This design comes from an exercise in tuning for small area, a short achievable clock period and few clock cycles per item on the open sky130 flow, not from production work. The RTL was checked by simulation tests, not by an equivalence proof against the original design. No activity file was given, so power comes from the tool's default toggle rates.

## flow/design.v (module list and top-level ports; edited modules follow where they fit)
// module IOTDF: 550 lines
// module F_Function: 91 lines
// module Sub_Key: 26 lines
// module CRC_Gen: 7 lines
module IOTDF( clk, rst, in_en, iot_in, fn_sel, busy, valid, iot_out);
  // ...
==> flow/run.sh <==
#!/bin/bash
# synth_recipe.tcl (not shown) runs the flow's synth.tcl, then flattens the netlist and writes it again
# the make line also repeats each setting of config.mk as NAME=value (left out here)
make -C /OpenROAD-flow-scripts/flow DESIGN_CONFIG=/design/flow/config.mk WORK_HOME=/design/flow/orfs CLKGATE_MAP_FILE= SYNTH_SCRIPT=/design/flow/synth_recipe.tcl finish
==> flow/config.mk <==
export PLATFORM = sky130hd
export DESIGN_NAME = IOTDF
export DESIGN_NICKNAME = IOTDF
export VERILOG_FILES = /design/flow/design.v
export SDC_FILE = /design/flow/constraint.sdc
export NUM_CORES = 4
export LEC_CHECK = 0
export CAP_MARGIN = 20
export CORE_MARGIN = 2
export CORE_UTILIZATION = 50
export CTS_CLUSTER_DIAMETER = 100
export CTS_CLUSTER_SIZE = 20
export PLACE_DENSITY = 0.7
export SETUP_SLACK_MARGIN = 3.8
export SLEW_MARGIN = 20
export TNS_END_PERCENT = 0
==> flow/constraint.sdc <==
create_clock -name core_clock -period 6.0 [get_ports {clk}]
set_input_delay 1.2000 -clock core_clock [delete_from_list [all_inputs] [get_ports {clk}]]
set_output_delay 1.2000 -clock core_clock [all_outputs]
set_load 0.01 [all_outputs]
==> impl_metrics.env, run 1 <==
export IMPL_status="finished clean"
export IMPL_die_w_um=210
export IMPL_grt_use_met2=0.511
export IMPL_insertedDiodeCount=0
export IMPL_power_switching_uw=4810
export IMPL_nets=2449
export IMPL_grt_usage=0.331
export IMPL_die_y_um=210
export IMPL_cts_sinks=426
export IMPL_comb_power_share=0.485
export IMPL_tritoncts="yes"
export IMPL_reg2reg_to="C[22]"
export IMPL_cp_max_fo=8
export IMPL_min_path_cells=0
export IMPL_rows=75
export IMPL_fin_ws_ps=3510
export IMPL_n_tap_cell=539
export IMPL_use_met3=0.0473
export IMPL_multi_input_area_mm2=0.0125
export IMPL_skew_ps=30.2
export IMPL_worstHoldStart="A[72]"
export IMPL_seq_power_uw=3880
export IMPL_placed_cells=2757
export IMPL_cts_buffer_depth=3
export IMPL_rr_startpoint="B[57]"
export IMPL_clkbuf_count=30
export IMPL_clkPwrFrac=0.163
export IMPL_synth_common_cells="dfxtp_1, a22oi_1, clkbuf_1, nand3_1, nand2_1"
export IMPL_drc_errors=0
export IMPL_synth_fa_ha_area_frac=0.0182
export IMPL_postCtsSetupBuffers=114
export IMPL_grt_use_met1=0.461
export IMPL_syn_num_nets=2349
export IMPL_powerComb_uw=5350
export IMPL_highest_layer="met4"
export IMPL_io_pins=144
export IMPL_cts_root_buf="clkbuf_16"
export IMPL_final_setup_tns_ps=0
export IMPL_reg2reg_depth=8
Testbench counts, summed over its fixed seeds: cycles 41,936, items 1,792.
==> module IOTDF, before the edit <==
module IOTDF( clk, rst, in_en, iot_in, fn_sel, busy, valid, iot_out);
input          clk;
input          rst;
input          in_en;
input  [7:0]   iot_in;
input  [2:0]   fn_sel;
output         busy;
output         valid;
output [127:0] iot_out;
reg [127:0] A, B, C;
reg [7:0] Ax;
reg [3:0] cnt;
reg dcy, ld, valid_r, pg, gt1, gt2;
reg [2:0] grp;
reg f12, fdec, f3, f45, fmin;
assign busy = 1'b0;
assign valid = valid_r;
assign iot_out = C;
always @(posedge clk) begin
	f12  <= (fn_sel == 3'd1) || (fn_sel == 3'd2);
	fdec <= (fn_sel == 3'd2);
	f3   <= (fn_sel == 3'd3);
	f45  <= (fn_sel == 3'd4) || (fn_sel == 3'd5);
	fmin <= (fn_sel == 3'd5);
end
always @(posedge clk) A <= {iot_in, A[127:8]};
always @(posedge clk) Ax <= A[7:0];
reg mBA, mBC, mBB, mCA, mCB, mCC;
wire [7:0] Bin = ({8{mBA}} & Ax) | ({8{mBC}} & C[7:0]) | ({8{mBB}} & B[7:0]);
wire [7:0] Cin = ({8{mCA}} & Ax) | ({8{mCB}} & B[7:0]) | ({8{mCC}} & C[7:0]);
wire [7:0] a8 = A[127:120];
wire c1 = (cnt == 4'd1);
wire gtA = (a8 > Ax), eqA = (a8 == Ax);
wire gtB = (a8 > B[7:0]), eqB = (a8 == B[7:0]);
wire gtC = (a8 > C[7:0]), eqC = (a8 == C[7:0]);
wire gtCin = (mCA & gtA) | (mCB & gtB) | (mCC & gtC);
wire eqCin = (mCA & eqA) | (mCB & eqB) | (mCC & eqC);
wire gtBin = (mBA & gtA) | (mBC & gtC) | (mBB & gtB);
wire eqBin = (mBA & eqA) | (mBC & eqC) | (mBB & eqB);
wire g1 = gtCin | (eqCin & gt1 & ~c1);
wire g2 = gtBin | (eqBin & gt2 & ~c1);
wire x1 = g1 ^ fmin;    
wire x2 = g2 ^ fmin;    
wire first = (grp == 3'd0);
wire second = (grp == 3'd1);
wire nCA = first ? 1'b0 : second ? x2 : x1;
wire nCB = first ? 1'b1 : second ? ~x2 : 1'b0;
wire nBA = first ? 1'b1 : second ? ~x2 : (~x1 & x2);
wire nBC = first ? 1'b0 : second ? 1'b0 : x1;
wire wdone = in_en & (cnt == 4'd15);
always @(posedge clk or posedge rst) begin
	if (rst) begin
		mCA <= 1'b0; mCB <= 1'b0; mCC <= 1'b1;
		mBA <= 1'b0; mBC <= 1'b0; mBB <= 1'b1;
	end else if (dcy) begin
		mCA <= nCA; mCB <= nCB; mCC <= ~(nCA | nCB);
		mBA <= nBA; mBC <= nBC; mBB <= ~(nBA | nBC);
	end
end
always @(posedge clk or posedge rst) begin
	if (rst) begin
		cnt <= 4'd0; dcy <= 1'b0; ld <= 1'b0; valid_r <= 1'b0; pg <= 1'b0;
		grp <= 3'd0; gt1 <= 1'b0; gt2 <= 1'b0;
	end else begin
		cnt <= cnt + {3'd0, in_en};
		dcy <= wdone;
		if (dcy) ld <= 1'b1;
		if (dcy) grp <= grp + 3'd1;
		if (dcy & (grp == 3'd7)) pg <= 1'b1;
		gt1 <= g1;
		gt2 <= g2;
		valid_r <= (f12 & dcy & ld) | (f3 & dcy) | (f45 & dcy & pg & (first | second));
	end
end
wire [3:0] cntn = cnt + {3'd0, in_en};
wire s1n = (cntn == 4'd1) | (cntn == 4'd8) | (cntn == 4'd15);
reg bLe, bLd, bLp, bRnd, sh, sh1, e1, e2, d1, d2, cD, cDe, cDd;
always @(posedge clk) begin
	bLp  <= f12 & wdone;
	bLe  <= f12 & ~fdec & wdone;
	bLd  <= f12 & fdec & wdone;
	bRnd <= f12 & ~wdone;
	sh   <= f45 | (f12 & ~wdone);
	sh1  <= f45 | (f12 & ~wdone & ~fdec & s1n);
	e1   <= f12 & ~wdone & ~fdec & s1n;
	e2   <= f12 & ~wdone & ~fdec & ~s1n;
	d1   <= f12 & ~wdone & fdec & s1n;
	d2   <= f12 & ~wdone & fdec & ~s1n;
	cD   <= f12 & wdone;
	cDe  <= f12 & ~fdec & wdone;
	cDd  <= f12 & fdec & wdone;
end
wire [31:0] Lr, Rr, F, newR;
wire [55:0] CD;
wire [47:0] K;
assign Lr[0] = B[0];
assign Rr[0] = B[8];
assign Lr[1] = B[16];
assign Rr[1] = B[24];
assign Lr[2] = B[32];
assign Rr[2] = B[40];
assign Lr[3] = B[48];
assign Rr[3] = B[56];
assign Lr[4] = B[64];
assign Rr[4] = B[72];
assign Lr[5] = B[80];
assign Rr[5] = B[88];
assign Lr[6] = B[96];
assign Rr[6] = B[104];
assign Lr[7] = B[112];
assign Rr[7] = B[120];
assign Lr[8] = B[1];
assign Rr[8] = B[9];
assign Lr[9] = B[17];
assign Rr[9] = B[25];
assign Lr[10] = B[33];
assign Rr[10] = B[41];
assign Lr[11] = B[49];
assign Rr[11] = B[57];
assign Lr[12] = B[65];
assign Rr[12] = B[73];
assign Lr[13] = B[81];
assign Rr[13] = B[89];
assign Lr[14] = B[97];
assign Rr[14] = B[105];
assign Lr[15] = B[113];
assign Rr[15] = B[121];
assign Lr[16] = B[2];
assign Rr[16] = B[10];
assign Lr[17] = B[18];
assign Rr[17] = B[26];
assign Lr[18] = B[34];
assign Rr[18] = B[42];
assign Lr[19] = B[50];
assign Rr[19] = B[58];
assign Lr[20] = B[66];
assign Rr[20] = B[74];
assign Lr[21] = B[82];
assign Rr[21] = B[90];
assign Lr[22] = B[98];
assign Rr[22] = B[106];
assign Lr[23] = B[114];
assign Rr[23] = B[122];
assign Lr[24] = B[3];
assign Rr[24] = B[11];
assign Lr[25] = B[19];
assign Rr[25] = B[27];
assign Lr[26] = B[35];
assign Rr[26] = B[43];
assign Lr[27] = B[51];
assign Rr[27] = B[59];
assign Lr[28] = B[67];
assign Rr[28] = B[75];
assign Lr[29] = B[83];
assign Rr[29] = B[91];
assign Lr[30] = B[99];
assign Rr[30] = B[107];
assign Lr[31] = B[115];
assign Rr[31] = B[123];
assign CD[0] = B[95];
assign CD[1] = B[87];
assign CD[2] = B[79];
assign CD[3] = B[71];
assign CD[4] = B[63];
assign CD[5] = B[55];
assign CD[6] = B[47];
assign CD[7] = B[39];
assign CD[8] = B[31];
assign CD[9] = B[23];
assign CD[10] = B[15];
assign CD[11] = B[7];
assign CD[12] = B[126];
assign CD[13] = B[118];
assign CD[14] = B[110];
assign CD[15] = B[102];
assign CD[16] = B[94];
assign CD[17] = B[86];
assign CD[18] = B[78];
assign CD[19] = B[70];
assign CD[20] = B[62];
assign CD[21] = B[54];
assign CD[22] = B[46];
assign CD[23] = B[38];
assign CD[24] = B[30];
assign CD[25] = B[22];
assign CD[26] = B[14];
assign CD[27] = B[6];
assign CD[28] = B[93];
assign CD[29] = B[85];
assign CD[30] = B[77];
assign CD[31] = B[69];
assign CD[32] = B[61];
assign CD[33] = B[53];
assign CD[34] = B[45];
assign CD[35] = B[37];
assign CD[36] = B[29];
assign CD[37] = B[21];
assign CD[38] = B[13];
assign CD[39] = B[5];
assign CD[40] = B[124];
assign CD[41] = B[116];
assign CD[42] = B[108];
assign CD[43] = B[100];
assign CD[44] = B[92];
assign CD[45] = B[84];
assign CD[46] = B[76];
assign CD[47] = B[68];
assign CD[48] = B[60];
assign CD[49] = B[52];
assign CD[50] = B[44];
assign CD[51] = B[36];
assign CD[52] = B[28];
assign CD[53] = B[20];
assign CD[54] = B[12];
assign CD[55] = B[4];
assign K[0] = CD[24];
assign K[1] = CD[27];
assign K[2] = CD[20];
assign K[3] = CD[6];
assign K[4] = CD[14];
assign K[5] = CD[10];
assign K[6] = CD[3];
assign K[7] = CD[22];
assign K[8] = CD[0];
assign K[9] = CD[17];
assign K[10] = CD[7];
assign K[11] = CD[12];
assign K[12] = CD[8];
assign K[13] = CD[23];
assign K[14] = CD[11];
assign K[15] = CD[5];
assign K[16] = CD[16];
assign K[17] = CD[26];
assign K[18] = CD[1];
assign K[19] = CD[9];
assign K[20] = CD[19];
assign K[21] = CD[25];
assign K[22] = CD[4];
assign K[23] = CD[15];
assign K[24] = CD[54];
assign K[25] = CD[43];
assign K[26] = CD[36];
assign K[27] = CD[29];
assign K[28] = CD[49];
assign K[29] = CD[40];
assign K[30] = CD[48];
assign K[31] = CD[30];
assign K[32] = CD[52];
assign K[33] = CD[44];
assign K[34] = CD[37];
assign K[35] = CD[33];
assign K[36] = CD[46];
assign K[37] = CD[35];
assign K[38] = CD[50];
assign K[39] = CD[41];
assign K[40] = CD[28];
assign K[41] = CD[53];
assign K[42] = CD[51];
assign K[43] = CD[55];
assign K[44] = CD[32];
assign K[45] = CD[45];
assign K[46] = CD[39];
assign K[47] = CD[42];
F_Function F_Function_u(.key_in(K), .R_in(Rr), .F_out(F));
assign newR = Lr ^ F;
reg [1:0] crc_in;
always @(*) begin
	case (cnt)
	4'd1: crc_in = {a8[0] ^ a8[2] ^ a8[3] ^ a8[5] ^ a8[6], a8[0] ^ a8[1] ^ a8[3] ^ a8[4] ^ a8[6] ^ a8[7]};
	4'd2: crc_in = {a8[0] ^ a8[1] ^ a8[3] ^ a8[4] ^ a8[6] ^ a8[7], a8[1] ^ a8[2] ^ a8[4] ^ a8[5] ^ a8[7]};
	4'd3: crc_in = {a8[1] ^ a8[2] ^ a8[4] ^ a8[5] ^ a8[7], a8[0] ^ a8[2] ^ a8[3] ^ a8[5] ^ a8[6]};
	4'd4: crc_in = {a8[0] ^ a8[2] ^ a8[3] ^ a8[5] ^ a8[6], a8[0] ^ a8[1] ^ a8[3] ^ a8[4] ^ a8[6] ^ a8[7]};
	4'd5: crc_in = {a8[0] ^ a8[1] ^ a8[3] ^ a8[4] ^ a8[6] ^ a8[7], a8[1] ^ a8[2] ^ a8[4] ^ a8[5] ^ a8[7]};
	4'd6: crc_in = {a8[1] ^ a8[2] ^ a8[4] ^ a8[5] ^ a8[7], a8[0] ^ a8[2] ^ a8[3] ^ a8[5] ^ a8[6]};
	4'd7: crc_in = {a8[0] ^ a8[2] ^ a8[3] ^ a8[5] ^ a8[6], a8[0] ^ a8[1] ^ a8[3] ^ a8[4] ^ a8[6] ^ a8[7]};
	4'd8: crc_in = {a8[0] ^ a8[1] ^ a8[3] ^ a8[4] ^ a8[6] ^ a8[7], a8[1] ^ a8[2] ^ a8[4] ^ a8[5] ^ a8[7]};
	4'd9: crc_in = {a8[1] ^ a8[2] ^ a8[4] ^ a8[5] ^ a8[7], a8[0] ^ a8[2] ^ a8[3] ^ a8[5] ^ a8[6]};
	4'd10: crc_in = {a8[0] ^ a8[2] ^ a8[3] ^ a8[5] ^ a8[6], a8[0] ^ a8[1] ^ a8[3] ^ a8[4] ^ a8[6] ^ a8[7]};
	4'd11: crc_in = {a8[0] ^ a8[1] ^ a8[3] ^ a8[4] ^ a8[6] ^ a8[7], a8[1] ^ a8[2] ^ a8[4] ^ a8[5] ^ a8[7]};
	4'd12: crc_in = {a8[1] ^ a8[2] ^ a8[4] ^ a8[5] ^ a8[7], a8[0] ^ a8[2] ^ a8[3] ^ a8[5] ^ a8[6]};
	4'd13: crc_in = {a8[0] ^ a8[2] ^ a8[3] ^ a8[5] ^ a8[6], a8[0] ^ a8[1] ^ a8[3] ^ a8[4] ^ a8[6] ^ a8[7]};
	4'd14: crc_in = {a8[0] ^ a8[1] ^ a8[3] ^ a8[4] ^ a8[6] ^ a8[7], a8[1] ^ a8[2] ^ a8[4] ^ a8[5] ^ a8[7]};
	4'd15: crc_in = {a8[1] ^ a8[2] ^ a8[4] ^ a8[5] ^ a8[7], a8[0] ^ a8[2] ^ a8[3] ^ a8[5] ^ a8[6]};
	4'd0: crc_in = {a8[0] ^ a8[2] ^ a8[3] ^ a8[5] ^ a8[6], a8[0] ^ a8[1] ^ a8[3] ^ a8[4] ^ a8[6] ^ a8[7]};
	endcase
end
wire [1:0] crc_old = (cnt == 4'd1) ? 2'b00 : C[2:1];
wire [1:0] crc_new = crc_old ^ crc_in;
wire [127:0] Bn, Cn;
assign Bn[0] = (sh & B[8]) | (bLp & A[56]);
assign Bn[1] = (sh & B[9]) | (bLp & A[58]);
assign Bn[2] = (sh & B[10]) | (bLp & A[60]);
assign Bn[3] = (sh & B[11]) | (bLp & A[62]);
assign Bn[4] = (bLe & A[79]) | (bLd & A[71]) | (sh1 & B[12]) | (e2 & B[20]) | (d1 & B[93]) | (d2 & B[85]);
assign Bn[5] = (bLe & A[77]) | (bLd & A[69]) | (sh1 & B[13]) | (e2 & B[21]) | (d1 & B[124]) | (d2 & B[116]);
assign Bn[6] = (bLe & A[73]) | (bLd & A[65]) | (sh1 & B[14]) | (e2 & B[22]) | (d1 & B[95]) | (d2 & B[87]);
assign Bn[7] = (bLe & A[75]) | (bLd & A[67]) | (sh1 & B[15]) | (e2 & B[23]) | (d1 & B[126]) | (d2 & B[118]);
assign Bn[8] = (bLp & A[57]) | (bRnd & newR[0]) | (f45 & B[16]);
assign Bn[9] = (bLp & A[59]) | (bRnd & newR[8]) | (f45 & B[17]);
assign Bn[10] = (bLp & A[61]) | (bRnd & newR[16]) | (f45 & B[18]);
assign Bn[11] = (bLp & A[63]) | (bRnd & newR[24]) | (f45 & B[19]);
assign Bn[12] = (bLe & A[87]) | (bLd & A[79]) | (sh1 & B[20]) | (e2 & B[28]) | (d1 & B[4]) | (d2 & B[93]);
assign Bn[13] = (bLe & A[85]) | (bLd & A[77]) | (sh1 & B[21]) | (e2 & B[29]) | (d1 & B[5]) | (d2 & B[124]);
assign Bn[14] = (bLe & A[81]) | (bLd & A[73]) | (sh1 & B[22]) | (e2 & B[30]) | (d1 & B[6]) | (d2 & B[95]);
assign Bn[15] = (bLe & A[83]) | (bLd & A[75]) | (sh1 & B[23]) | (e2 & B[31]) | (d1 & B[7]) | (d2 & B[126]);
assign Bn[16] = (sh & B[24]) | (bLp & A[48]);
assign Bn[17] = (sh & B[25]) | (bLp & A[50]);
assign Bn[18] = (sh & B[26]) | (bLp & A[52]);
assign Bn[19] = (sh & B[27]) | (bLp & A[54]);
assign Bn[20] = (bLe & A[95]) | (bLd & A[87]) | (sh1 & B[28]) | (e2 & B[36]) | (d1 & B[12]) | (d2 & B[4]);
assign Bn[21] = (bLe & A[93]) | (bLd & A[85]) | (sh1 & B[29]) | (e2 & B[37]) | (d1 & B[13]) | (d2 & B[5]);
assign Bn[22] = (bLe & A[89]) | (bLd & A[81]) | (sh1 & B[30]) | (e2 & B[38]) | (d1 & B[14]) | (d2 & B[6]);
assign Bn[23] = (bLe & A[91]) | (bLd & A[83]) | (sh1 & B[31]) | (e2 & B[39]) | (d1 & B[15]) | (d2 & B[7]);
assign Bn[24] = (bLp & A[49]) | (bRnd & newR[1]) | (f45 & B[32]);
assign Bn[25] = (bLp & A[51]) | (bRnd & newR[9]) | (f45 & B[33]);
assign Bn[26] = (bLp & A[53]) | (bRnd & newR[17]) | (f45 & B[34]);
assign Bn[27] = (bLp & A[55]) | (bRnd & newR[25]) | (f45 & B[35]);
assign Bn[28] = (bLe & A[103]) | (bLd & A[95]) | (sh1 & B[36]) | (e2 & B[44]) | (d1 & B[20]) | (d2 & B[12]);
assign Bn[29] = (bLe & A[101]) | (bLd & A[93]) | (sh1 & B[37]) | (e2 & B[45]) | (d1 & B[21]) | (d2 & B[13]);
assign Bn[30] = (bLe & A[97]) | (bLd & A[89]) | (sh1 & B[38]) | (e2 & B[46]) | (d1 & B[22]) | (d2 & B[14]);
assign Bn[31] = (bLe & A[99]) | (bLd & A[91]) | (sh1 & B[39]) | (e2 & B[47]) | (d1 & B[23]) | (d2 & B[15]);
assign Bn[32] = (sh & B[40]) | (bLp & A[40]);
assign Bn[33] = (sh & B[41]) | (bLp & A[42]);
assign Bn[34] = (sh & B[42]) | (bLp & A[44]);
assign Bn[35] = (sh & B[43]) | (bLp & A[46]);
assign Bn[36] = (bLe & A[111]) | (bLd & A[103]) | (sh1 & B[44]) | (e2 & B[52]) | (d1 & B[28]) | (d2 & B[20]);
assign Bn[37] = (bLe & A[109]) | (bLd & A[101]) | (sh1 & B[45]) | (e2 & B[53]) | (d1 & B[29]) | (d2 & B[21]);
assign Bn[38] = (bLe & A[105]) | (bLd & A[97]) | (sh1 & B[46]) | (e2 & B[54]) | (d1 & B[30]) | (d2 & B[22]);
assign Bn[39] = (bLe & A[107]) | (bLd & A[99]) | (sh1 & B[47]) | (e2 & B[55]) | (d1 & B[31]) | (d2 & B[23]);
assign Bn[40] = (bLp & A[41]) | (bRnd & newR[2]) | (f45 & B[48]);
assign Bn[41] = (bLp & A[43]) | (bRnd & newR[10]) | (f45 & B[49]);
assign Bn[42] = (bLp & A[45]) | (bRnd & newR[18]) | (f45 & B[50]);
assign Bn[43] = (bLp & A[47]) | (bRnd & newR[26]) | (f45 & B[51]);
assign Bn[44] = (bLe & A[119]) | (bLd & A[111]) | (sh1 & B[52]) | (e2 & B[60]) | (d1 & B[36]) | (d2 & B[28]);
assign Bn[45] = (bLe & A[117]) | (bLd & A[109]) | (sh1 & B[53]) | (e2 & B[61]) | (d1 & B[37]) | (d2 & B[29]);
assign Bn[46] = (bLe & A[113]) | (bLd & A[105]) | (sh1 & B[54]) | (e2 & B[62]) | (d1 & B[38]) | (d2 & B[30]);
assign Bn[47] = (bLe & A[115]) | (bLd & A[107]) | (sh1 & B[55]) | (e2 & B[63]) | (d1 & B[39]) | (d2 & B[31]);
assign Bn[48] = (sh & B[56]) | (bLp & A[32]);
assign Bn[49] = (sh & B[57]) | (bLp & A[34]);
assign Bn[50] = (sh & B[58]) | (bLp & A[36]);
assign Bn[51] = (sh & B[59]) | (bLp & A[38]);
assign Bn[52] = (bLe & A[127]) | (bLd & A[119]) | (sh1 & B[60]) | (e2 & B[68]) | (d1 & B[44]) | (d2 & B[36]);
assign Bn[53] = (bLe & A[125]) | (bLd & A[117]) | (sh1 & B[61]) | (e2 & B[69]) | (d1 & B[45]) | (d2 & B[37]);
assign Bn[54] = (bLe & A[121]) | (bLd & A[113]) | (sh1 & B[62]) | (e2 & B[70]) | (d1 & B[46]) | (d2 & B[38]);
assign Bn[55] = (bLe & A[123]) | (bLd & A[115]) | (sh1 & B[63]) | (e2 & B[71]) | (d1 & B[47]) | (d2 & B[39]);
assign Bn[56] = (bLp & A[33]) | (bRnd & newR[3]) | (f45 & B[64]);
assign Bn[57] = (bLp & A[35]) | (bRnd & newR[11]) | (f45 & B[65]);
assign Bn[58] = (bLp & A[37]) | (bRnd & newR[19]) | (f45 & B[66]);
assign Bn[59] = (bLp & A[39]) | (bRnd & newR[27]) | (f45 & B[67]);
assign Bn[60] = (bLe & A[70]) | (bLd & A[127]) | (sh1 & B[68]) | (e2 & B[76]) | (d1 & B[52]) | (d2 & B[44]);
assign Bn[61] = (bLe & A[68]) | (bLd & A[125]) | (sh1 & B[69]) | (e2 & B[77]) | (d1 & B[53]) | (d2 & B[45]);
assign Bn[62] = (bLe & A[66]) | (bLd & A[121]) | (sh1 & B[70]) | (e2 & B[78]) | (d1 & B[54]) | (d2 & B[46]);
assign Bn[63] = (bLe & A[100]) | (bLd & A[123]) | (sh1 & B[71]) | (e2 & B[79]) | (d1 & B[55]) | (d2 & B[47]);
assign Bn[64] = (sh & B[72]) | (bLp & A[24]);
assign Bn[65] = (sh & B[73]) | (bLp & A[26]);
assign Bn[66] = (sh & B[74]) | (bLp & A[28]);
assign Bn[67] = (sh & B[75]) | (bLp & A[30]);
assign Bn[68] = (bLe & A[78]) | (bLd & A[70]) | (sh1 & B[76]) | (e2 & B[84]) | (d1 & B[60]) | (d2 & B[52]);
assign Bn[69] = (bLe & A[76]) | (bLd & A[68]) | (sh1 & B[77]) | (e2 & B[85]) | (d1 & B[61]) | (d2 & B[53]);
assign Bn[70] = (bLe & A[74]) | (bLd & A[66]) | (sh1 & B[78]) | (e2 & B[86]) | (d1 & B[62]) | (d2 & B[54]);
assign Bn[71] = (bLe & A[108]) | (bLd & A[100]) | (sh1 & B[79]) | (e2 & B[87]) | (d1 & B[63]) | (d2 & B[55]);
assign Bn[72] = (bLp & A[25]) | (bRnd & newR[4]) | (f45 & B[80]);
assign Bn[73] = (bLp & A[27]) | (bRnd & newR[12]) | (f45 & B[81]);
assign Bn[74] = (bLp & A[29]) | (bRnd & newR[20]) | (f45 & B[82]);
assign Bn[75] = (bLp & A[31]) | (bRnd & newR[28]) | (f45 & B[83]);
assign Bn[76] = (bLe & A[86]) | (bLd & A[78]) | (sh1 & B[84]) | (e2 & B[92]) | (d1 & B[68]) | (d2 & B[60]);
assign Bn[77] = (bLe & A[84]) | (bLd & A[76]) | (sh1 & B[85]) | (e2 & B[93]) | (d1 & B[69]) | (d2 & B[61]);
assign Bn[78] = (bLe & A[82]) | (bLd & A[74]) | (sh1 & B[86]) | (e2 & B[94]) | (d1 & B[70]) | (d2 & B[62]);
assign Bn[79] = (bLe & A[116]) | (bLd & A[108]) | (sh1 & B[87]) | (e2 & B[95]) | (d1 & B[71]) | (d2 & B[63]);
assign Bn[80] = (sh & B[88]) | (bLp & A[16]);
assign Bn[81] = (sh & B[89]) | (bLp & A[18]);
assign Bn[82] = (sh & B[90]) | (bLp & A[20]);
assign Bn[83] = (sh & B[91]) | (bLp & A[22]);
assign Bn[84] = (bLe & A[94]) | (bLd & A[86]) | (sh1 & B[92]) | (e2 & B[100]) | (d1 & B[76]) | (d2 & B[68]);
assign Bn[85] = (bLe & A[92]) | (bLd & A[84]) | (sh1 & B[93]) | (e2 & B[4]) | (d1 & B[77]) | (d2 & B[69]);
assign Bn[86] = (bLe & A[90]) | (bLd & A[82]) | (sh1 & B[94]) | (e2 & B[102]) | (d1 & B[78]) | (d2 & B[70]);
assign Bn[87] = (bLe & A[124]) | (bLd & A[116]) | (sh1 & B[95]) | (e2 & B[6]) | (d1 & B[79]) | (d2 & B[71]);
assign Bn[88] = (bLp & A[17]) | (bRnd & newR[5]) | (f45 & B[96]);
assign Bn[89] = (bLp & A[19]) | (bRnd & newR[13]) | (f45 & B[97]);
assign Bn[90] = (bLp & A[21]) | (bRnd & newR[21]) | (f45 & B[98]);
assign Bn[91] = (bLp & A[23]) | (bRnd & newR[29]) | (f45 & B[99]);
assign Bn[92] = (bLe & A[102]) | (bLd & A[94]) | (sh1 & B[100]) | (e2 & B[108]) | (d1 & B[84]) | (d2 & B[76]);
assign Bn[93] = (bLe & A[71]) | (bLd & A[92]) | (e1 & B[4]) | (e2 & B[12]) | (d1 & B[85]) | (d2 & B[77]) | (f45 & B[101]);
assign Bn[94] = (bLe & A[98]) | (bLd & A[90]) | (sh1 & B[102]) | (e2 & B[110]) | (d1 & B[86]) | (d2 & B[78]);
assign Bn[95] = (bLe & A[65]) | (bLd & A[124]) | (e1 & B[6]) | (e2 & B[14]) | (d1 & B[87]) | (d2 & B[79]) | (f45 & B[103]);
assign Bn[96] = (sh & B[104]) | (bLp & A[8]);
assign Bn[97] = (sh & B[105]) | (bLp & A[10]);
assign Bn[98] = (sh & B[106]) | (bLp & A[12]);
assign Bn[99] = (sh & B[107]) | (bLp & A[14]);
assign Bn[100] = (bLe & A[110]) | (bLd & A[102]) | (sh1 & B[108]) | (e2 & B[116]) | (d1 & B[92]) | (d2 & B[84]);
assign Bn[101] = (bLp & A[64]) | (bRnd & B[101]) | (f45 & B[109]);
assign Bn[102] = (bLe & A[106]) | (bLd & A[98]) | (sh1 & B[110]) | (e2 & B[118]) | (d1 & B[94]) | (d2 & B[86]);
assign Bn[103] = (bLp & A[96]) | (bRnd & B[103]) | (f45 & B[111]);
assign Bn[104] = (bLp & A[9]) | (bRnd & newR[6]) | (f45 & B[112]);
assign Bn[105] = (bLp & A[11]) | (bRnd & newR[14]) | (f45 & B[113]);
assign Bn[106] = (bLp & A[13]) | (bRnd & newR[22]) | (f45 & B[114]);
assign Bn[107] = (bLp & A[15]) | (bRnd & newR[30]) | (f45 & B[115]);
assign Bn[108] = (bLe & A[118]) | (bLd & A[110]) | (sh1 & B[116]) | (e2 & B[124]) | (d1 & B[100]) | (d2 & B[92]);
assign Bn[109] = (bLp & A[72]) | (bRnd & B[109]) | (f45 & B[117]);
assign Bn[110] = (bLe & A[114]) | (bLd & A[106]) | (sh1 & B[118]) | (e2 & B[126]) | (d1 & B[102]) | (d2 & B[94]);
assign Bn[111] = (bLp & A[104]) | (bRnd & B[111]) | (f45 & B[119]);
assign Bn[112] = (sh & B[120]) | (bLp & A[0]);
assign Bn[113] = (sh & B[121]) | (bLp & A[2]);
assign Bn[114] = (sh & B[122]) | (bLp & A[4]);
assign Bn[115] = (sh & B[123]) | (bLp & A[6]);
assign Bn[116] = (bLe & A[126]) | (bLd & A[118]) | (sh1 & B[124]) | (e2 & B[5]) | (d1 & B[108]) | (d2 & B[100]);
assign Bn[117] = (bLp & A[80]) | (bRnd & B[117]) | (f45 & B[125]);
assign Bn[118] = (bLe & A[122]) | (bLd & A[114]) | (sh1 & B[126]) | (e2 & B[7]) | (d1 & B[110]) | (d2 & B[102]);
assign Bn[119] = (bLp & A[112]) | (bRnd & B[119]) | (f45 & B[127]);
assign Bn[120] = (bLp & A[1]) | (bRnd & newR[7]) | (f45 & Bin[0]);
assign Bn[121] = (bLp & A[3]) | (bRnd & newR[15]) | (f45 & Bin[1]);
assign Bn[122] = (bLp & A[5]) | (bRnd & newR[23]) | (f45 & Bin[2]);
assign Bn[123] = (bLp & A[7]) | (bRnd & newR[31]) | (f45 & Bin[3]);
assign Bn[124] = (bLe & A[69]) | (bLd & A[126]) | (e1 & B[5]) | (e2 & B[13]) | (d1 & B[116]) | (d2 & B[108]) | (f45 & Bin[4]);
assign Bn[125] = (bLp & A[88]) | (bRnd & B[125]) | (f45 & Bin[5]);
assign Bn[126] = (bLe & A[67]) | (bLd & A[122]) | (e1 & B[7]) | (e2 & B[15]) | (d1 & B[118]) | (d2 & B[110]) | (f45 & Bin[6]);
assign Bn[127] = (bLp & A[120]) | (bRnd & B[127]) | (f45 & Bin[7]);
assign Cn[0] = (f45 & C[8]) | (cD & newR[7]);
assign Cn[1] = (f45 & C[9]) | (cD & B[120]) | (f3 & crc_new[0]);
assign Cn[2] = (f45 & C[10]) | (cD & newR[15]) | (f3 & crc_new[1]);
assign Cn[3] = (f45 & C[11]) | (cD & B[121]);
assign Cn[4] = (f45 & C[12]) | (cD & newR[23]);
assign Cn[5] = (f45 & C[13]) | (cD & B[122]);
assign Cn[6] = (f45 & C[14]) | (cD & newR[31]);
assign Cn[7] = (f45 & C[15]) | (cD & B[123]);
assign Cn[8] = (f45 & C[16]) | (cD & newR[6]);
assign Cn[9] = (f45 & C[17]) | (cD & B[104]);
assign Cn[10] = (f45 & C[18]) | (cD & newR[14]);
assign Cn[11] = (f45 & C[19]) | (cD & B[105]);
assign Cn[12] = (f45 & C[20]) | (cD & newR[22]);
assign Cn[13] = (f45 & C[21]) | (cD & B[106]);
assign Cn[14] = (f45 & C[22]) | (cD & newR[30]);
assign Cn[15] = (f45 & C[23]) | (cD & B[107]);
assign Cn[16] = (f45 & C[24]) | (cD & newR[5]);
assign Cn[17] = (f45 & C[25]) | (cD & B[88]);
assign Cn[18] = (f45 & C[26]) | (cD & newR[13]);
assign Cn[19] = (f45 & C[27]) | (cD & B[89]);
assign Cn[20] = (f45 & C[28]) | (cD & newR[21]);
assign Cn[21] = (f45 & C[29]) | (cD & B[90]);
assign Cn[22] = (f45 & C[30]) | (cD & newR[29]);
assign Cn[23] = (f45 & C[31]) | (cD & B[91]);
assign Cn[24] = (f45 & C[32]) | (cD & newR[4]);
assign Cn[25] = (f45 & C[33]) | (cD & B[72]);
assign Cn[26] = (f45 & C[34]) | (cD & newR[12]);
assign Cn[27] = (f45 & C[35]) | (cD & B[73]);
assign Cn[28] = (f45 & C[36]) | (cD & newR[20]);
assign Cn[29] = (f45 & C[37]) | (cD & B[74]);
assign Cn[30] = (f45 & C[38]) | (cD & newR[28]);
assign Cn[31] = (f45 & C[39]) | (cD & B[75]);
assign Cn[32] = (f45 & C[40]) | (cD & newR[3]);
assign Cn[33] = (f45 & C[41]) | (cD & B[56]);
assign Cn[34] = (f45 & C[42]) | (cD & newR[11]);
assign Cn[35] = (f45 & C[43]) | (cD & B[57]);
assign Cn[36] = (f45 & C[44]) | (cD & newR[19]);
assign Cn[37] = (f45 & C[45]) | (cD & B[58]);
assign Cn[38] = (f45 & C[46]) | (cD & newR[27]);
assign Cn[39] = (f45 & C[47]) | (cD & B[59]);
assign Cn[40] = (f45 & C[48]) | (cD & newR[2]);
assign Cn[41] = (f45 & C[49]) | (cD & B[40]);
assign Cn[42] = (f45 & C[50]) | (cD & newR[10]);
assign Cn[43] = (f45 & C[51]) | (cD & B[41]);
assign Cn[44] = (f45 & C[52]) | (cD & newR[18]);
assign Cn[45] = (f45 & C[53]) | (cD & B[42]);
assign Cn[46] = (f45 & C[54]) | (cD & newR[26]);
assign Cn[47] = (f45 & C[55]) | (cD & B[43]);
assign Cn[48] = (f45 & C[56]) | (cD & newR[1]);
assign Cn[49] = (f45 & C[57]) | (cD & B[24]);
assign Cn[50] = (f45 & C[58]) | (cD & newR[9]);
assign Cn[51] = (f45 & C[59]) | (cD & B[25]);
assign Cn[52] = (f45 & C[60]) | (cD & newR[17]);
assign Cn[53] = (f45 & C[61]) | (cD & B[26]);
assign Cn[54] = (f45 & C[62]) | (cD & newR[25]);
assign Cn[55] = (f45 & C[63]) | (cD & B[27]);
assign Cn[56] = (f45 & C[64]) | (cD & newR[0]);
assign Cn[57] = (f45 & C[65]) | (cD & B[8]);
assign Cn[58] = (f45 & C[66]) | (cD & newR[8]);
assign Cn[59] = (f45 & C[67]) | (cD & B[9]);
assign Cn[60] = (f45 & C[68]) | (cD & newR[16]);
assign Cn[61] = (f45 & C[69]) | (cD & B[10]);
assign Cn[62] = (f45 & C[70]) | (cD & newR[24]);
assign Cn[63] = (f45 & C[71]) | (cD & B[11]);
assign Cn[64] = (f45 & C[72]) | (cD & B[101]);
assign Cn[65] = (f45 & C[73]) | (cDe & B[6]) | (cDd & B[95]);
assign Cn[66] = (f45 & C[74]) | (cDe & B[70]) | (cDd & B[62]);
assign Cn[67] = (f45 & C[75]) | (cDe & B[7]) | (cDd & B[126]);
assign Cn[68] = (f45 & C[76]) | (cDe & B[69]) | (cDd & B[61]);
assign Cn[69] = (f45 & C[77]) | (cDe & B[5]) | (cDd & B[124]);
assign Cn[70] = (f45 & C[78]) | (cDe & B[68]) | (cDd & B[60]);
assign Cn[71] = (f45 & C[79]) | (cDe & B[4]) | (cDd & B[93]);
assign Cn[72] = (f45 & C[80]) | (cD & B[109]);
assign Cn[73] = (f45 & C[81]) | (cDe & B[14]) | (cDd & B[6]);
assign Cn[74] = (f45 & C[82]) | (cDe & B[78]) | (cDd & B[70]);
assign Cn[75] = (f45 & C[83]) | (cDe & B[15]) | (cDd & B[7]);
assign Cn[76] = (f45 & C[84]) | (cDe & B[77]) | (cDd & B[69]);
assign Cn[77] = (f45 & C[85]) | (cDe & B[13]) | (cDd & B[5]);
assign Cn[78] = (f45 & C[86]) | (cDe & B[76]) | (cDd & B[68]);
assign Cn[79] = (f45 & C[87]) | (cDe & B[12]) | (cDd & B[4]);
assign Cn[80] = (f45 & C[88]) | (cD & B[117]);
assign Cn[81] = (f45 & C[89]) | (cDe & B[22]) | (cDd & B[14]);
assign Cn[82] = (f45 & C[90]) | (cDe & B[86]) | (cDd & B[78]);
assign Cn[83] = (f45 & C[91]) | (cDe & B[23]) | (cDd & B[15]);
assign Cn[84] = (f45 & C[92]) | (cDe & B[85]) | (cDd & B[77]);
assign Cn[85] = (f45 & C[93]) | (cDe & B[21]) | (cDd & B[13]);
assign Cn[86] = (f45 & C[94]) | (cDe & B[84]) | (cDd & B[76]);
assign Cn[87] = (f45 & C[95]) | (cDe & B[20]) | (cDd & B[12]);
assign Cn[88] = (f45 & C[96]) | (cD & B[125]);
assign Cn[89] = (f45 & C[97]) | (cDe & B[30]) | (cDd & B[22]);
assign Cn[90] = (f45 & C[98]) | (cDe & B[94]) | (cDd & B[86]);
assign Cn[91] = (f45 & C[99]) | (cDe & B[31]) | (cDd & B[23]);
assign Cn[92] = (f45 & C[100]) | (cDe & B[93]) | (cDd & B[85]);
assign Cn[93] = (f45 & C[101]) | (cDe & B[29]) | (cDd & B[21]);
assign Cn[94] = (f45 & C[102]) | (cDe & B[92]) | (cDd & B[84]);
assign Cn[95] = (f45 & C[103]) | (cDe & B[28]) | (cDd & B[20]);
assign Cn[96] = (f45 & C[104]) | (cD & B[103]);
assign Cn[97] = (f45 & C[105]) | (cDe & B[38]) | (cDd & B[30]);
assign Cn[98] = (f45 & C[106]) | (cDe & B[102]) | (cDd & B[94]);
assign Cn[99] = (f45 & C[107]) | (cDe & B[39]) | (cDd & B[31]);
assign Cn[100] = (f45 & C[108]) | (cDe & B[71]) | (cDd & B[63]);
assign Cn[101] = (f45 & C[109]) | (cDe & B[37]) | (cDd & B[29]);
assign Cn[102] = (f45 & C[110]) | (cDe & B[100]) | (cDd & B[92]);
assign Cn[103] = (f45 & C[111]) | (cDe & B[36]) | (cDd & B[28]);
assign Cn[104] = (f45 & C[112]) | (cD & B[111]);
assign Cn[105] = (f45 & C[113]) | (cDe & B[46]) | (cDd & B[38]);
assign Cn[106] = (f45 & C[114]) | (cDe & B[110]) | (cDd & B[102]);
assign Cn[107] = (f45 & C[115]) | (cDe & B[47]) | (cDd & B[39]);
assign Cn[108] = (f45 & C[116]) | (cDe & B[79]) | (cDd & B[71]);
assign Cn[109] = (f45 & C[117]) | (cDe & B[45]) | (cDd & B[37]);
assign Cn[110] = (f45 & C[118]) | (cDe & B[108]) | (cDd & B[100]);
assign Cn[111] = (f45 & C[119]) | (cDe & B[44]) | (cDd & B[36]);
assign Cn[112] = (f45 & C[120]) | (cD & B[119]);
assign Cn[113] = (f45 & C[121]) | (cDe & B[54]) | (cDd & B[46]);
assign Cn[114] = (f45 & C[122]) | (cDe & B[118]) | (cDd & B[110]);
assign Cn[115] = (f45 & C[123]) | (cDe & B[55]) | (cDd & B[47]);
assign Cn[116] = (f45 & C[124]) | (cDe & B[87]) | (cDd & B[79]);
assign Cn[117] = (f45 & C[125]) | (cDe & B[53]) | (cDd & B[45]);
assign Cn[118] = (f45 & C[126]) | (cDe & B[116]) | (cDd & B[108]);
assign Cn[119] = (f45 & C[127]) | (cDe & B[52]) | (cDd & B[44]);
assign Cn[120] = (f45 & Cin[0]) | (cD & B[127]);
assign Cn[121] = (f45 & Cin[1]) | (cDe & B[62]) | (cDd & B[54]);
assign Cn[122] = (f45 & Cin[2]) | (cDe & B[126]) | (cDd & B[118]);
assign Cn[123] = (f45 & Cin[3]) | (cDe & B[63]) | (cDd & B[55]);
assign Cn[124] = (f45 & Cin[4]) | (cDe & B[95]) | (cDd & B[87]);
assign Cn[125] = (f45 & Cin[5]) | (cDe & B[61]) | (cDd & B[53]);
assign Cn[126] = (f45 & Cin[6]) | (cDe & B[124]) | (cDd & B[116]);
assign Cn[127] = (f45 & Cin[7]) | (cDe & B[60]) | (cDd & B[52]);
always @(posedge clk) begin
	B <= Bn;
	C <= Cn;
end
endmodule
==> run 2, diff against run 1 <==
--- a/flow/design.v
+++ b/flow/design.v
@@ -11,7 +11,7 @@
 reg [127:0] A, B, C;
 reg [7:0] Ax;
 reg [3:0] cnt;
-reg dcy, ld, valid_r, pg, gt1, gt2;
+reg dcy, dcy_d, ld, valid_r, pg, gt1, gt2;
 reg [2:0] grp;
 reg f12, fdec, f3, f45, fmin;
 assign busy = 1'b0;
@@ -60,17 +60,18 @@
 end
 always @(posedge clk or posedge rst) begin
 	if (rst) begin
-		cnt <= 4'd0; dcy <= 1'b0; ld <= 1'b0; valid_r <= 1'b0; pg <= 1'b0;
+		cnt <= 4'd0; dcy <= 1'b0; dcy_d <= 1'b0; ld <= 1'b0; valid_r <= 1'b0; pg <= 1'b0;
 		grp <= 3'd0; gt1 <= 1'b0; gt2 <= 1'b0;
 	end else begin
 		cnt <= cnt + {3'd0, in_en};
 		dcy <= wdone;
+		dcy_d <= dcy;
 		if (dcy) ld <= 1'b1;
 		if (dcy) grp <= grp + 3'd1;
 		if (dcy & (grp == 3'd7)) pg <= 1'b1;
 		gt1 <= g1;
 		gt2 <= g2;
-		valid_r <= (f12 & dcy & ld) | (f3 & dcy) | (f45 & dcy & pg & (first | second));
+		valid_r <= (f12 & dcy & ld) | (f3 & dcy_d) | (f45 & dcy & pg & (first | second));
 	end
 end
 wire [3:0] cntn = cnt + {3'd0, in_en};
@@ -285,8 +286,10 @@
 	4'd0: crc_in = {a8[0] ^ a8[2] ^ a8[3] ^ a8[5] ^ a8[6], a8[0] ^ a8[1] ^ a8[3] ^ a8[4] ^ a8[6] ^ a8[7]};
 	endcase
 end
-wire [1:0] crc_old = (cnt == 4'd1) ? 2'b00 : C[2:1];
-wire [1:0] crc_new = crc_old ^ crc_in;
+reg [1:0] crc_c;
+always @(posedge clk) crc_c <= crc_in;
+wire [1:0] crc_old = (cnt == 4'd2) ? 2'b00 : C[2:1];
+wire [1:0] crc_new = crc_old ^ crc_c;
 wire [127:0] Bn, Cn;
 assign Bn[0] = (sh & B[8]) | (bLp & A[56]);
 assign Bn[1] = (sh & B[9]) | (bLp & A[58]);
--- a/flow/config.mk
+++ b/flow/config.mk
@@ -5,12 +5,12 @@
 export SDC_FILE = /design/flow/constraint.sdc
 export NUM_CORES = 4
 export LEC_CHECK = 0
-export CAP_MARGIN = 20
+export CAP_MARGIN = 0
 export CORE_MARGIN = 2
 export CORE_UTILIZATION = 50
 export CTS_CLUSTER_DIAMETER = 100
 export CTS_CLUSTER_SIZE = 20
 export PLACE_DENSITY = 0.7
 export SETUP_SLACK_MARGIN = 3.8
-export SLEW_MARGIN = 20
+export SLEW_MARGIN = 0
 export TNS_END_PERCENT = 0
==> impl_metrics.env, run 2 <==
export IMPL_gp_congestion=1.00
export IMPL_hold_viol=0
export IMPL_relSlewSlack=0.185
export IMPL_cp_required_ps=6440
export IMPL_yosysMostFrequentCell="dfxtp_1"
export IMPL_final_common_cell="dfxtp_1"
export IMPL_worst_pin_slew_ps=1220
export IMPL_final_min_clock_period_ps=2430
export IMPL_drt_wirelength_per_cell_um=24.7
export IMPL_cp_data_arrival_time_ps=2860
export IMPL_endpoint_kind="register"
export IMPL_p_per_area_mw_per_mm2=484
export IMPL_placed_cells=2656
export IMPL_dpl_hpwl_um=45400
export IMPL_clk_pin_slew_ps=90
export IMPL_rrSetupSlack_ps=3570
export IMPL_hold_path_class="register to register"
export IMPL_drc_errors=0
export IMPL_detail_route_antenna_nets=0
export IMPL_synth_edf_count=0
export IMPL_rsz0062_at_grt="true"
export IMPL_dieArea_mm2=0.0422
export IMPL_antenna_found_initial=2
export IMPL_grt_usage=0.320
export IMPL_cellLeakagePower_uw=0.0100
export IMPL_period_share=0.404
export IMPL_criticalPathCategory="register to register"
export IMPL_syn_num_nets=2253
export IMPL_avgViaCountPerCell=6.68
export IMPL_synth_ff_latch_count=429
export IMPL_async_flop_share=0.0466
export IMPL_ys_seq_area_frac=0.429
export IMPL_synth_ff_type="dfxtp_1"
export IMPL_skew_ps=42.9
export IMPL_critPathTopFamily="compound AO/OA/AOI/OAI gates"
export IMPL_grt_ovfl_total=0
export IMPL_reg_largest_list="A (128), B (128), C (128)"
export IMPL_cts_sinks=429
export IMPL_synth_area_per_cell_um2=9.18
export IMPL_nets=2387
export IMPL_htree_levels=1
export IMPL_die_w_um=205
export IMPL_layout_common_cells="dfxtp_1, a22oi_1, buf_4, dfxtp_2, nand2_1"
export IMPL_synth_top_area_frac=0.404
export IMPL_rows=73
export IMPL_postCtsHoldBufs=0
export IMPL_grt_pass1_vias=17156
export IMPL_drive_above_1_share=0.311
export IMPL_cts_buffer_depth=3
export IMPL_drv_slew=0
export IMPL_ys_types=79
export IMPL_slowest_delay_ps=600
export IMPL_firstDrtPassIters=12
export IMPL_grt_pass1_wl_um=105000
export IMPL_start_kind="register"
export IMPL_final_cells=2875
export IMPL_path_buf_inv=1
export IMPL_die_y_um=205
export IMPL_io_pins=144
export IMPL_power_uw=12300
export IMPL_cap_violations=0
export IMPL_num_vias=19212
export IMPL_start_util=0.508
export IMPL_drt_iter0_drc=3060
export IMPL_netlist_area_mm2=0.0203
export IMPL_cp_max_fo=10
export IMPL_synthToLayoutAreaGrowth_pct=24.9
export IMPL_yosys_warnings=1
export IMPL_setup_viol=0
export IMPL_crit_slowest_cell="o211ai_1"
export IMPL_portBuffers=142
export IMPL_coreArea_mm2=0.0399
export IMPL_yosysTopAreaCell="dfxtp_1"
export IMPL_max_freq_ghz=0.412
export IMPL_tritoncts="yes"
export IMPL_status="finished clean"
export IMPL_synthCells=2209
export IMPL_final_setup_tns_ps=0
export IMPL_fin_hold_ws_ps=319
export IMPL_ir_drop_v=0.000265
export IMPL_wl_um=70900
export IMPL_insertion_delay_ps=610
export IMPL_grt_max_degree=101
export IMPL_cts_root_buf="clkbuf_16"
export IMPL_synth_common_cells="dfxtp_1, a22oi_1, clkbuf_1, nand2_1, nand3_1"
export IMPL_path_cells="xnor2_1, buf_4, nor2_4, a211oi_2, nor3_1, a311oi_1, o211ai_1, xor2_1, o21ai_1"
export IMPL_synthTopCellsByArea="dfxtp_1, a22oi_1, a22o_1"
export IMPL_cts_buffers=25
## run 2: changes by cell type after synthesis, sizes merged, moves of 9 or more
cell	before	now
clkbuf	127	118
o2111ai	19	9
a21oi	91	108
xnor2	95	108
nand3	125	109
o211ai	41	20
nor3	71	46
## run 2: final cells by class
cell class / instances / area, um^2
clock inverters: 2 / 28.8
repair buffers: 347 / 2660
clock buffers: 31 / 668
inverters: 92 / 345
multi-input cells: 1448 / 11800
diodes: 1 / 2.50
well taps: 525 / 657
fillers: 3177 / 14600
flip-flops and latches: 429 / 9170
## run 2: layer usage
metal,routed length [um],track usage,vias up,part of all wire
li1,-,-,8563,-
met1,29100,0.459,9244,0.41
met2,31900,0.489,1223,0.45
met3,6870,0.0485,182,0.097
met4,2990,0.115,0,0.042
met5,0,0,-,0
## run 2: kinds of logic (layout without fill, tap and decap cells)
| family | Yosys count | after routing | synth area share |
|---|---|---|---|
| XOR/XNOR | 169 | 171 | 0.0836 |
| buffers and inverters | 334 | 472 | 0.0714 |
| multiplexers | 7 | 7 | 0.00346 |
| adder cells (fa/ha/maj) | 34 | 34 | 0.0206 |
| other | 1 | 2 | 0.000185 |
| AO/OA/AOI/OAI | 828 | 828 | 0.299 |
| flip-flops | 429 | 429 | 0.429 |
| AND/OR/NAND/NOR | 407 | 407 | 0.0931 |
## run 2: what timing repair did
item / in CTS / in global routing
buffers inserted: 108 / 72
resized for setup: 921 / 69
setup endpoints to repair: 247 / 221
pin swaps: 43 / 49
gates cloned: 1 / 4
## run 2: through the flow
stage	util	worst slack, ps	area (um^2)
6_report	0.634	3570	25300
5_1_grt	0.634	3550	25300
4_1_cts	0.609	3660	24300
3_5_place_dp	0.538	2800	21500
3_3_place_gp	0.538	2820	21500
2_1_floorplan	-	3480	20300
## run 2: power by group
| part | switching, uW | internal, uW |
|---|---|---|
| sequential | 810 | 3180 |
| combinational | 3620 | 2890 |
| clock | 967 | 789 |
| total | 5400 | 6860 |
## run 2: path summary, 6_finish.rpt
| check | start | to | cells after the start |
|---|---|---|---|
| worst min register to register | A[13] | A[5] | 0 |
| min in group asynchronous | rst | cnt[1] | 2 |
| max in group asynchronous | rst | cnt[3] | 2 |
| worst max-delay path | B[29] | C[26] | 9 |
| worst min-delay path | A[13] | A[5] | 0 |
| worst max register to register | B[29] | C[26] | 9 |
Testbench counts of run 2, summed over its fixed seeds: cycles 41,936, items 1,792.
==> run 3, diff against run 2 <==
--- a/flow/config.mk
+++ b/flow/config.mk
@@ -5,12 +5,12 @@
 export SDC_FILE = /design/flow/constraint.sdc
 export NUM_CORES = 4
 export LEC_CHECK = 0
-export CAP_MARGIN = 0
+export CAP_MARGIN = 20
 export CORE_MARGIN = 2
 export CORE_UTILIZATION = 50
 export CTS_CLUSTER_DIAMETER = 100
 export CTS_CLUSTER_SIZE = 20
 export PLACE_DENSITY = 0.7
 export SETUP_SLACK_MARGIN = 3.8
-export SLEW_MARGIN = 0
+export SLEW_MARGIN = 20
 export TNS_END_PERCENT = 0
==> impl_metrics.env, run 3 <==
export IMPL_status="finished clean"
export IMPL_io_pins=144
export IMPL_antenna_found_initial=2
export IMPL_netlist_area_mm2=0.0203
export IMPL_synthCells=2209
export IMPL_wl_um=70900
export IMPL_criticalPathCategory="register to output port"
export IMPL_hold_path_class="register to register"
export IMPL_relSlewSlack=0.221
export IMPL_postCtsHoldBufs=0
export IMPL_synth_common_cells="dfxtp_1, a22oi_1, clkbuf_1, nand2_1, nand3_1"
export IMPL_reg_largest_list="A (128), B (128), C (128)"
export IMPL_syn_num_nets=2253
export IMPL_synth_ff_latch_count=429
export IMPL_synthTopCellsByArea="dfxtp_1, a22oi_1, a22o_1"
export IMPL_final_common_cell="dfxtp_1"
export IMPL_layout_common_cells="dfxtp_1, a22oi_1, buf_4, dfxtp_2, nand2_1"
export IMPL_hold_viol=0
export IMPL_fillers=3176
export IMPL_final_min_clock_period_ps=2400
export IMPL_gp_congestion=1.00
export IMPL_grt_max_degree=101
export IMPL_clk_pin_slew_ps=90
export IMPL_firstDrtPassIters=10
export IMPL_cellLeakagePower_uw=0.0100
export IMPL_die_w_um=205
export IMPL_max_freq_ghz=0.417
export IMPL_grt_pass1_wl_um=105000
export IMPL_dpl_hpwl_um=45400
export IMPL_synth_edf_count=0
export IMPL_ys_seq_area_frac=0.429
export IMPL_avgViaCountPerCell=6.67
export IMPL_ys_types=79
export IMPL_path_cells="buf_12, buf_6"
export IMPL_drive_above_1_share=0.311
export IMPL_start_kind="register"
export IMPL_final_setup_tns_ps=0
export IMPL_num_vias=19160
export IMPL_power_uw=12300
export IMPL_grt_usage=0.320
export IMPL_die_y_um=205
export IMPL_portBuffers=142
export IMPL_rows=73
export IMPL_grt_pass1_vias=17156
export IMPL_cp_data_arrival_time_ps=1200
export IMPL_switching_share=0.440
export IMPL_cts_sinks=429
export IMPL_pwr_share_seq=0.326
export IMPL_crit_slowest_cell="dfxtp_4"
export IMPL_internal_power_uw=6860
export IMPL_cts_root_buf="clkbuf_16"
export IMPL_yosysMostFrequentCell="dfxtp_1"
export IMPL_path_buf_inv=2
export IMPL_dieArea_mm2=0.0422
export IMPL_slowest_delay_ps=360
export IMPL_coreArea_mm2=0.0399
export IMPL_drc_errors=0
export IMPL_cp_required_ps=4800
export IMPL_ir_drop_v=0.000265
export IMPL_p_per_area_mw_per_mm2=484
export IMPL_drt_wirelength_per_cell_um=24.7
export IMPL_utilization=0.634
export IMPL_yosysTopAreaCell="dfxtp_1"
export IMPL_synth_top_area_frac=0.404
export IMPL_drt_iter0_drc=2894
export IMPL_period_share=0.400
export IMPL_tritoncts="yes"
export IMPL_start_util=0.508
export IMPL_worst_pin_slew_ps=1170
export IMPL_clkPwrFrac=0.144
export IMPL_insertedDiodeCount=0
export IMPL_synthToLayoutAreaGrowth_pct=24.9
export IMPL_nets=2387
export IMPL_drv_slew=0
export IMPL_comb_power_share=0.531
export IMPL_rrSetupSlack_ps=3600
export IMPL_insertion_delay_ps=610
export IMPL_power_switching_uw=5390
export IMPL_cts_buffers=25
export IMPL_cp_max_fo=2
export IMPL_endpoint_kind="output port"
export IMPL_critPathTopFamily="flip-flops"
export IMPL_setup_viol=0
export IMPL_synth_ff_type="dfxtp_1"
export IMPL_cts_buffer_depth=3
export IMPL_yosys_warnings=1
export IMPL_async_flop_share=0.0466
export IMPL_grt_ovfl_total=0
export IMPL_htree_levels=1
export IMPL_rsz0062_at_grt="true"
export IMPL_synth_area_per_cell_um2=9.18
export IMPL_detail_route_antenna_nets=0
export IMPL_cap_violations=0
export IMPL_skew_ps=42.0
## run 3: changes by cell type in the layout (fill, tap and decap cells not counted)
cell,previous run,this run
dfxtp_4,86,88
diode_2,1,0
dfxtp_2,120,118
## run 3: worst reg2reg max path: cells and delay by family (launching register included)
kind / cells / cell delay, ps
compound gates: 4 / 840
xor+xnor: 2 / 430
buf+inv: 1 / 190
flops: 1 / 410
simple gates: 2 / 370
## run 3: power by group through the flow
stage               logic, uW  registers (uW)  clock network [uW]
floorplan                4200            3390                   0
global placement         4870            3840                   0
detailed placement       4940            3850                   0
CTS                      5730            3970                1770
global route             6960            4030                1870
finish                   6500            3990                1760
## run 3: through the flow
step,worst slack (ps),std cells,hold WS (ps),cell area (um^2)
5_1_grt,3550,2874,330,25300
4_1_cts,3660,2798,321,24300
3_3_place_gp,2820,2656,335,21500
6_report,3600,2874,323,25300
2_1_floorplan,3480,2209,330,20300
3_5_place_dp,2800,2656,339,21500
## run 3: area by class of cell
class | count | area [um^2] | share of cell area
multi-input cells | 1448 | 11800 | 0.465
flip-flops and latches | 429 | 9170 | 0.362
repair buffers | 347 | 2660 | 0.105
clock buffers | 31 | 668 | 0.0264
well taps | 525 | 657 | 0.0260
inverters | 92 | 345 | 0.0136
clock inverters | 2 | 28.8 | 0.00114
## run 3: cells by family after synthesis
logic type / Yosys count / synth area share
DFF: 429 / 0.429
other: 1 / 0.000185
buffers and inverters: 334 / 0.0714
and+or+nand+nor: 407 / 0.0931
AOI/OAI and AO/OA: 828 / 0.299
adders and majority gates: 34 / 0.0206
xor gates and xnor gates: 169 / 0.0836
muxes: 7 / 0.00346
## run 3: repair_timing
item	in CTS	in global routing
setup endpoints to repair	247	221
cloned	1	4
pin swaps	43	49
endpoints found under the hold margin	0	0
resized for setup	921	69
buffers inserted	108	72
## run 3: metal layers
| layer | GRT usage | part of all wire | vias to the layer above |
|---|---|---|---|
| li1 | - | - | 8560 |
| met3 | 0.0485 | 0.096 | 160 |
| met5 | 0 | 0 | - |
| met1 | 0.459 | 0.41 | 9286 |
| met2 | 0.489 | 0.45 | 1154 |
| met4 | 0.115 | 0.040 | 0 |
## run 3: path summary, 6_finish.rpt
| path | startpoint | end | cells past startpoint |
|---|---|---|---|
| setup / recovery | C[5] | iot_out[5] | 2 |
| hold / removal | A[13] | A[5] | 0 |
| setup reg to reg | B[29] | C[26] | 9 |
| hold reg to reg | A[13] | A[5] | 0 |
| max in group asynchronous | rst | cnt[3] | 2 |
| min in group asynchronous | rst | cnt[1] | 2 |
==> run 4, diff against run 3 <==
--- a/flow/config.mk
+++ b/flow/config.mk
@@ -7,10 +7,10 @@
 export LEC_CHECK = 0
 export CAP_MARGIN = 20
 export CORE_MARGIN = 2
-export CORE_UTILIZATION = 50
+export CORE_UTILIZATION = 60
 export CTS_CLUSTER_DIAMETER = 100
 export CTS_CLUSTER_SIZE = 20
-export PLACE_DENSITY = 0.7
+export PLACE_DENSITY = 0.8
 export SETUP_SLACK_MARGIN = 3.8
 export SLEW_MARGIN = 20
 export TNS_END_PERCENT = 0
==> impl_metrics.env, run 4 <==
export IMPL_synthTopCellsByArea="dfxtp_1, a22oi_1, a22o_1"
export IMPL_gp_congestion=0.972
export IMPL_clkPwrFrac=0.139
export IMPL_max_freq_ghz=0.411
export IMPL_synth_area_per_cell_um2=9.18
export IMPL_netlist_area_mm2=0.0203
export IMPL_cts_sinks=429
export IMPL_use_met3=0.0524
export IMPL_drt_iter0_drc=3585
export IMPL_comb_power_share=0.537
export IMPL_nets=2378
export IMPL_min_path_cells=0
export IMPL_synth_edf_count=0
export IMPL_fin_hold_ws_ps=354
export IMPL_reg2reg_depth=9
export IMPL_ys_seq_area_frac=0.429
export IMPL_cts_buffers=25
export IMPL_endpoint_kind="register"
export IMPL_rrSetupSlack_ps=3560
export IMPL_busiest_layer="met2"
export IMPL_die_y_um=188
export IMPL_cts_buffer_depth=3
export IMPL_tritoncts="yes"
export IMPL_seq_area_mm2=0.00916
export IMPL_final_common_cell="dfxtp_1"
export IMPL_fillers=2351
export IMPL_synth_common_cells="dfxtp_1, a22oi_1, clkbuf_1, nand2_1, nand3_1"
export IMPL_grt_pass1_wl_um=104000
export IMPL_drv_slew=0
export IMPL_drc_errors=0
export IMPL_criticalPathCategory="register to register"
export IMPL_cp_required_ps=6430
export IMPL_multi_input_area_mm2=0.0118
export IMPL_grt_use_met1=0.514
export IMPL_worstHoldStart="A[27]"
export IMPL_htree_levels=1
export IMPL_dpl_hpwl_um=43800
export IMPL_layout_common_cells="dfxtp_1, a22oi_1, buf_4, buf_2, dfxtp_2"
export IMPL_detail_route_antenna_nets=0
export IMPL_slowest_delay_ps=390
export IMPL_start_kind="register"
export IMPL_start_util=0.607
export IMPL_syn_num_nets=2253
export IMPL_pwr_share_seq=0.324
export IMPL_hold_viol=0
export IMPL_setup_viol=0
export IMPL_period_share=0.406
export IMPL_critPathTopFamily="compound AO/OA/AOI/OAI gates"
export IMPL_crit_slowest_cell="dfxtp_4"
export IMPL_final_cells=2785
export IMPL_cp_max_fo=8
export IMPL_synth_ff_type="dfxtp_1"
export IMPL_hold_path_class="register to register"
export IMPL_worst_pin_slew_ps=887
export IMPL_synthCells=2209
export IMPL_insertion_delay_ps=580
export IMPL_synth_ff_latch_count=429
export IMPL_yosysMostFrequentCell="dfxtp_1"
export IMPL_cp_data_arrival_time_ps=2860
export IMPL_power_switching_uw=5450
export IMPL_antenna_found_initial=0
export IMPL_reg_largest_list="A (128), B (128), C (128)"
export IMPL_path_cells="buf_12, xor2_4, mux2i_1, o22ai_1, a221oi_1, o32ai_1, a21oi_2, xor2_2, o21ai_1"
export IMPL_avgViaCountPerCell=7.03
export IMPL_final_setup_tns_ps=0
export IMPL_die_w_um=188
export IMPL_relSlewSlack=0.408
export IMPL_reg2reg_to="C[14]"
export IMPL_num_vias=19575
export IMPL_p_per_area_mw_per_mm2=492
export IMPL_final_design_area_no_fill_mm2=0.0250
export IMPL_grt_use_met2=0.577
export IMPL_dieArea_mm2=0.0353
export IMPL_grt_usage=0.372
export IMPL_cap_violations=0
export IMPL_grt_max_degree=111
export IMPL_drt_wirelength_per_cell_um=25.2
export IMPL_path_buf_inv=1
export IMPL_drive_above_1_share=0.306
export IMPL_io_pins=144
export IMPL_synth_top_area_frac=0.404
export IMPL_grt_ovfl_total=0
export IMPL_yosysTopAreaCell="dfxtp_1"
export IMPL_skew_ps=22.4
export IMPL_coreArea_mm2=0.0334
export IMPL_dpl_instance_area_mm2=0.0214
export IMPL_portBuffers=142
export IMPL_ys_types=79
export IMPL_placed_cells=2576
export IMPL_ir_drop_v=0.000296
export IMPL_utilization=0.749
export IMPL_wl_um=70100
export IMPL_rows=67
export IMPL_async_flop_share=0.0466
export IMPL_firstDrtPassIters=15
export IMPL_synthToLayoutAreaGrowth_pct=23.3
export IMPL_internal_power_uw=6840
export IMPL_yosys_warnings=1
export IMPL_grt_pass1_vias=17674
export IMPL_min_to="A[19]"
export IMPL_switching_share=0.443
export IMPL_final_min_clock_period_ps=2440
export IMPL_status="finished clean"
export IMPL_insertedDiodeCount=0
export IMPL_cts_root_buf="clkbuf_16"
export IMPL_rsz0062_at_grt="true"
export IMPL_cellLeakagePower_uw=0.00998
export IMPL_rr_startpoint="B[37]"
export IMPL_clk_pin_slew_ps=80
-- run 4: power by group through the flow --
| stage | clock, uW | combinational, uW | sequential (uW) |
|---|---|---|---|
| finish | 1710 | 6600 | 3980 |
| floorplan | 0 | 4200 | 3390 |
| CTS | 1720 | 5810 | 3940 |
| global route | 1810 | 7020 | 4020 |
| global placement | 0 | 4820 | 3830 |
| detailed placement | 0 | 4900 | 3830 |
-- run 4: layer usage --
metal	share of wire	wire, um	vias up
li1	-	-	8542
met1	0.39	27200	9411
met2	0.45	31700	1360
met3	0.10	7230	262
met4	0.057	4010	0
met5	0	0	-
-- run 4: cell type report --
| cell class | instances | share of cell area |
|---|---|---|
| multi-input cells | 1449 | 0.473 |
| repair buffers | 337 | 0.0974 |
| inverters | 92 | 0.0138 |
| clock inverters | 2 | 0.00145 |
| clock buffers | 28 | 0.0255 |
| flip-flops and latches | 429 | 0.367 |
| well taps | 448 | 0.0224 |
-- run 4: through the flow --
stage / setup slack (ps) / total power [uW]
after global routing: 3540 / 12800
after detailed placement: 2760 / 8730
final: 3560 / 12300
after global placement: 2810 / 8640
after CTS: 3700 / 11500
after floorplan: 3480 / 7590
-- run 4: kinds of logic after synthesis --
logic type / synth area share
AND/OR/NAND/NOR: 0.0931
buffers and inverters: 0.0714
adder cells (fa/ha/maj): 0.0206
XOR/XNOR: 0.0836
AO/OA/AOI/OAI: 0.299
multiplexers: 0.00346
other: 0.000185
flip-flops: 0.429
-- run 4: worst max-delay path by stage --
stage / from / end / cells after the start / slack, ps
after floorplan: in_en / sh1 / 8 / 3480
after global placement: in_en / sh1 / 9 / 2810
after detailed placement: in_en / sh1 / 9 / 2760
after CTS: valid_r / valid / 1 / 3700
after global routing: B[37] / C[14] / 9 / 3540
final: B[37] / C[14] / 9 / 3560
-- run 4: repair_timing --
item / in CTS / in global routing
gates resized for setup: 940 / 71
hold buffers: 0 / 0
buffers inserted: 121 / 52
endpoints found under the setup margin: 207 / 203
pin swaps: 46 / 45
cloned: 1 / 5

## afterwards: timing with drivers on the ports
Ports are ideal in the flow. The routed layouts listed here were re-timed in OpenROAD. Step 1: set_driving_cell puts a clkbuf_16 on clk and a buf_2 on each other input, an assumption about the parent block. Step 2 also shifts input and output timing later by t, the mid clock arrival at the registers, as if the neighbouring blocks saw the same clock. Slacks: ideal / step 1 / step 2; pairs: ideal / step 1.
run	shift t [ns]	setup slack, ns	worst setup path at the end
run 1	0.636	3.513 / 3.513 / 3.035	input to register
run 2	0.637	3.573 / 3.549 / 3.122	input to register
run 3	0.637	3.599 / 3.546 / 3.125	input to register
run 4	0.625	3.564 / 3.564 / 3.102	input to register
After both steps setup and hold are still met in every run listed. For run 1, which loses most, drivers alone change the setup slack by 0.000 ns; drivers and shift together by -0.478 ns.
